This is an optimization exercise on Yosys and OpenROAD, whose aim is small area, a short achievable clock period and few clock cycles per item, not a production implementation. RTL that was checked went through simulation tests only; none was proved equivalent to the original.

==> flow/design.v <==
module cordic #(
    parameter WIDTH = 16,
    parameter ITERATIONS = 16,
    parameter FRAC_BITS = 14
) (
    input wire clk,
    input wire rst,
    input wire start,
    input wire signed [WIDTH-1:0] theta,
    output wire signed [WIDTH-1:0] cos_out,
    output wire signed [WIDTH-1:0] sin_out,
    output reg done
);
    reg signed [15:0] x, y, z;
    reg n1;                  
    reg dir;                 
    reg zpos;                
    reg [3:0] cnt;           
    reg [3:0] cx;            
    reg [3:0] cyn;           
    reg sec;                 
    reg busy;                
    reg ax;                  
    reg ayn;                 
    assign cos_out = x;
    assign sin_out = y;
    reg [15:0] atab;
    always @(*) begin
        case (cnt)
            4'd3:  atab = 16'h07F5;
            4'd4:  atab = 16'h03FE;
            4'd5:  atab = 16'h01FF;
            4'd6:  atab = 16'h00FF;
            4'd7:  atab = 16'h007F;
            4'd8:  atab = 16'h003F;
            4'd9:  atab = 16'h001F;
            4'd10: atab = 16'h000F;
            4'd11: atab = 16'h0007;
            4'd12: atab = 16'h0003;
            4'd13: atab = 16'h0001;
            default: atab = 16'h0000;
        endcase
    end
    reg [15:0] c012;
    always @(*) begin
        case ({z[15], n1, zpos})
            3'b001: c012 = 16'hA064;
            3'b000: c012 = 16'hBFBE;
            3'b011: c012 = 16'hDBBC;
            3'b010: c012 = 16'hFB16;
            3'b101: c012 = 16'h04EA;
            3'b100: c012 = 16'h2444;
            3'b111: c012 = 16'h4042;
            default: c012 = 16'h5F9C;
        endcase
    end
    wire [15:0] zadd = sec ? c012 : (atab ^ {16{zpos}});
    wire zcin = zpos & ~sec;
    wire [15:0] zn = z + zadd + {15'd0, zcin};
    wire s0 = theta[15];
    wire signed [15:0] th = theta;
    wire lt_p0  = th < 16'sd12867;
    wire lt_pm  = th < 16'sd5271;
    wire lt_pp  = th < 16'sd20463;
    wire lt_n0  = th < -16'sd12867;
    wire lt_nm  = th < -16'sd5271;
    wire lt_nn  = th < -16'sd20463;
    wire s1 = s0 ? lt_n0 : lt_p0;
    wire s2 = s0 ? (lt_n0 ? lt_nn : lt_nm) : (lt_p0 ? lt_pm : lt_pp);
    wire [15:0] x2 = (s0 ^ s1) ? 16'h7497 : 16'h26DD;
    wire [15:0] y2 = s0 ? (s1 ? 16'h8B69 : 16'hD923)
                        : (s1 ? 16'h26DD : 16'h7497);
    wire signed [15:0] xg = x & {16{ax}};
    wire signed [15:0] yg = y & {16{~ayn}};
    wire signed [15:0] xs = xg >>> cx;
    wire signed [15:0] ys = yg >>> ~cyn;
    wire signed [15:0] xn = x + (ys ^ {16{~dir}}) + {15'd0, ~dir};
    wire signed [15:0] yn = y + (xs ^ {16{dir}}) + {15'd0, dir};
    always @(posedge clk or posedge rst) begin
        if (rst) begin
            cnt <= 4'd0;
            busy <= 1'b0;
            done <= 1'b0;
        end else if (start && !busy) begin
            cnt <= 4'd2;
            busy <= 1'b1;
            done <= 1'b0;
        end else if (busy) begin
            cnt <= cnt + 4'd1;
            if (cnt == 4'd15) begin
                busy <= 1'b0;
                done <= 1'b1;
            end
        end
    end
    always @(posedge clk) begin
        if (busy) begin
            z <= zn;
            dir <= zn[15];
            zpos <= ~zn[15];
            cx <= cx + 4'd1;
            cyn <= cyn - 4'd1;
            sec <= 1'b0;
            ax <= (cnt != 4'd15);
            ayn <= (cnt == 4'd15);
        end else begin
            z <= theta;
            cx <= 4'd2;
            cyn <= ~4'd2;
            sec <= start;
            ax <= start;
            ayn <= ~start;
            n1 <= s1;
            dir <= s2;
            zpos <= ~s2;
        end
        if (start && !busy) begin
            x <= x2;
            y <= y2;
        end else begin
            x <= xn;
            y <= yn;
        end
    end
endmodule
export LEC_CHECK = 0
export ABC_AREA = 1
export CAP_MARGIN = 20
export CORE_MARGIN = 2
export CORE_UTILIZATION = 65
export SETUP_SLACK_MARGIN = 5.0
export SLEW_MARGIN = 20
create_clock -name core_clock -period 9.0 [get_ports {clk}]
standard.sh (not shown) runs the stock make flow with config.mk's settings and CLKGATE_MAP_FILE= SYNTH_SCRIPT=/design/flow/synth_recipe.tcl, a recipe that flattens the netlist after the stock synthesis.
==> flow/flow/run.sh <==
#!/bin/bash
# The standard layout with plain buffers on the ports, and repair_timing
# aiming at a tighter period than the clock's (the SDC stays as it is).
set -euo pipefail
bash standard.sh "BUFFER_PORTS_ARGS=-buffer_cell sky130_fd_sc_hd__buf_1" SETUP_SLACK_MARGIN=5.5 finish > flow_make.log 2>&1
Testbench counts at the start, summed over its fixed seeds: cycles 48,000, items 3,200.
Edit:
--- a/flow/design.v
+++ b/flow/design.v
@@ -15,14 +15,9 @@
     reg n1;                  
     reg dir;                 
     reg zpos;                
     reg [3:0] cnt;           
-    reg [3:0] cx;            
-    reg [3:0] cyn;           
-    reg sec;                 
     reg busy;                
-    reg ax;                  
-    reg ayn;                 
     assign cos_out = x;
     assign sin_out = y;
     reg [15:0] atab;
     always @(*) begin
@@ -53,10 +48,11 @@
             3'b111: c012 = 16'h4042;
             default: c012 = 16'h5F9C;
         endcase
     end
-    wire [15:0] zadd = sec ? c012 : (atab ^ {16{zpos}});
-    wire zcin = zpos & ~sec;
+    wire second = (cnt == 4'd2);
+    wire [15:0] zadd = second ? c012 : (atab ^ {16{zpos}});
+    wire zcin = zpos & ~second;
     wire [15:0] zn = z + zadd + {15'd0, zcin};
     wire s0 = theta[15];
     wire signed [15:0] th = theta;
     wire lt_p0  = th < 16'sd12867;
@@ -69,12 +65,10 @@
     wire s2 = s0 ? (lt_n0 ? lt_nn : lt_nm) : (lt_p0 ? lt_pm : lt_pp);
     wire [15:0] x2 = (s0 ^ s1) ? 16'h7497 : 16'h26DD;
     wire [15:0] y2 = s0 ? (s1 ? 16'h8B69 : 16'hD923)
                         : (s1 ? 16'h26DD : 16'h7497);
-    wire signed [15:0] xg = x & {16{ax}};
-    wire signed [15:0] yg = y & {16{~ayn}};
-    wire signed [15:0] xs = xg >>> cx;
-    wire signed [15:0] ys = yg >>> ~cyn;
+    wire signed [15:0] xs = x >>> cnt;
+    wire signed [15:0] ys = y >>> cnt;
     wire signed [15:0] xn = x + (ys ^ {16{~dir}}) + {15'd0, ~dir};
     wire signed [15:0] yn = y + (xs ^ {16{dir}}) + {15'd0, dir};
     always @(posedge clk or posedge rst) begin
         if (rst) begin
@@ -97,28 +91,18 @@
         if (busy) begin
             z <= zn;
             dir <= zn[15];
             zpos <= ~zn[15];
-            cx <= cx + 4'd1;
-            cyn <= cyn - 4'd1;
-            sec <= 1'b0;
-            ax <= (cnt != 4'd15);
-            ayn <= (cnt == 4'd15);
         end else begin
             z <= theta;
-            cx <= 4'd2;
-            cyn <= ~4'd2;
-            sec <= start;
-            ax <= start;
-            ayn <= ~start;
             n1 <= s1;
             dir <= s2;
             zpos <= ~s2;
         end
         if (start && !busy) begin
             x <= x2;
             y <= y2;
-        end else begin
+        end else if (busy) begin
             x <= xn;
             y <= yn;
         end
     end
Effect: Wire length rises by 19%; sequential cell count drops by 11; die area came out lower by about 2%; non-clock buffer count climbs by 36; area after synthesis fell by 2.0%; worst setup slack got worse by 0.28 ns.
For the second run of this note, only the layout was checked, not whether the RTL still works.

[static timing again, ports no longer ideal]
Ports are ideal in the flow. The routed layouts listed here were re-timed in OpenROAD.
Step 1 assumes that a clkbuf_16 drives the clock port and a buf_2 every other input.
Step 2 also shifts input and output timing later by t, the mid clock arrival at the registers, as if the neighbouring blocks saw the same clock.
a / b / c = no drivers / after step 1 / after step 2; a / b = the first two.
run	t, ns	slack for setup (ns)	worst setup path after step 2	latest minus earliest clock arrival (ns)
the first run	0.391	5.712 / 5.712 / 5.485	input to register	0.011 / 0.011
the second run	0.409	5.430 / 5.430 / 5.230	input to register	0.012 / 0.012
After both steps setup and hold are still met in every run listed. For the first run, which loses most, drivers alone change the setup slack by 0.000 ns; drivers and shift together by -0.227 ns.
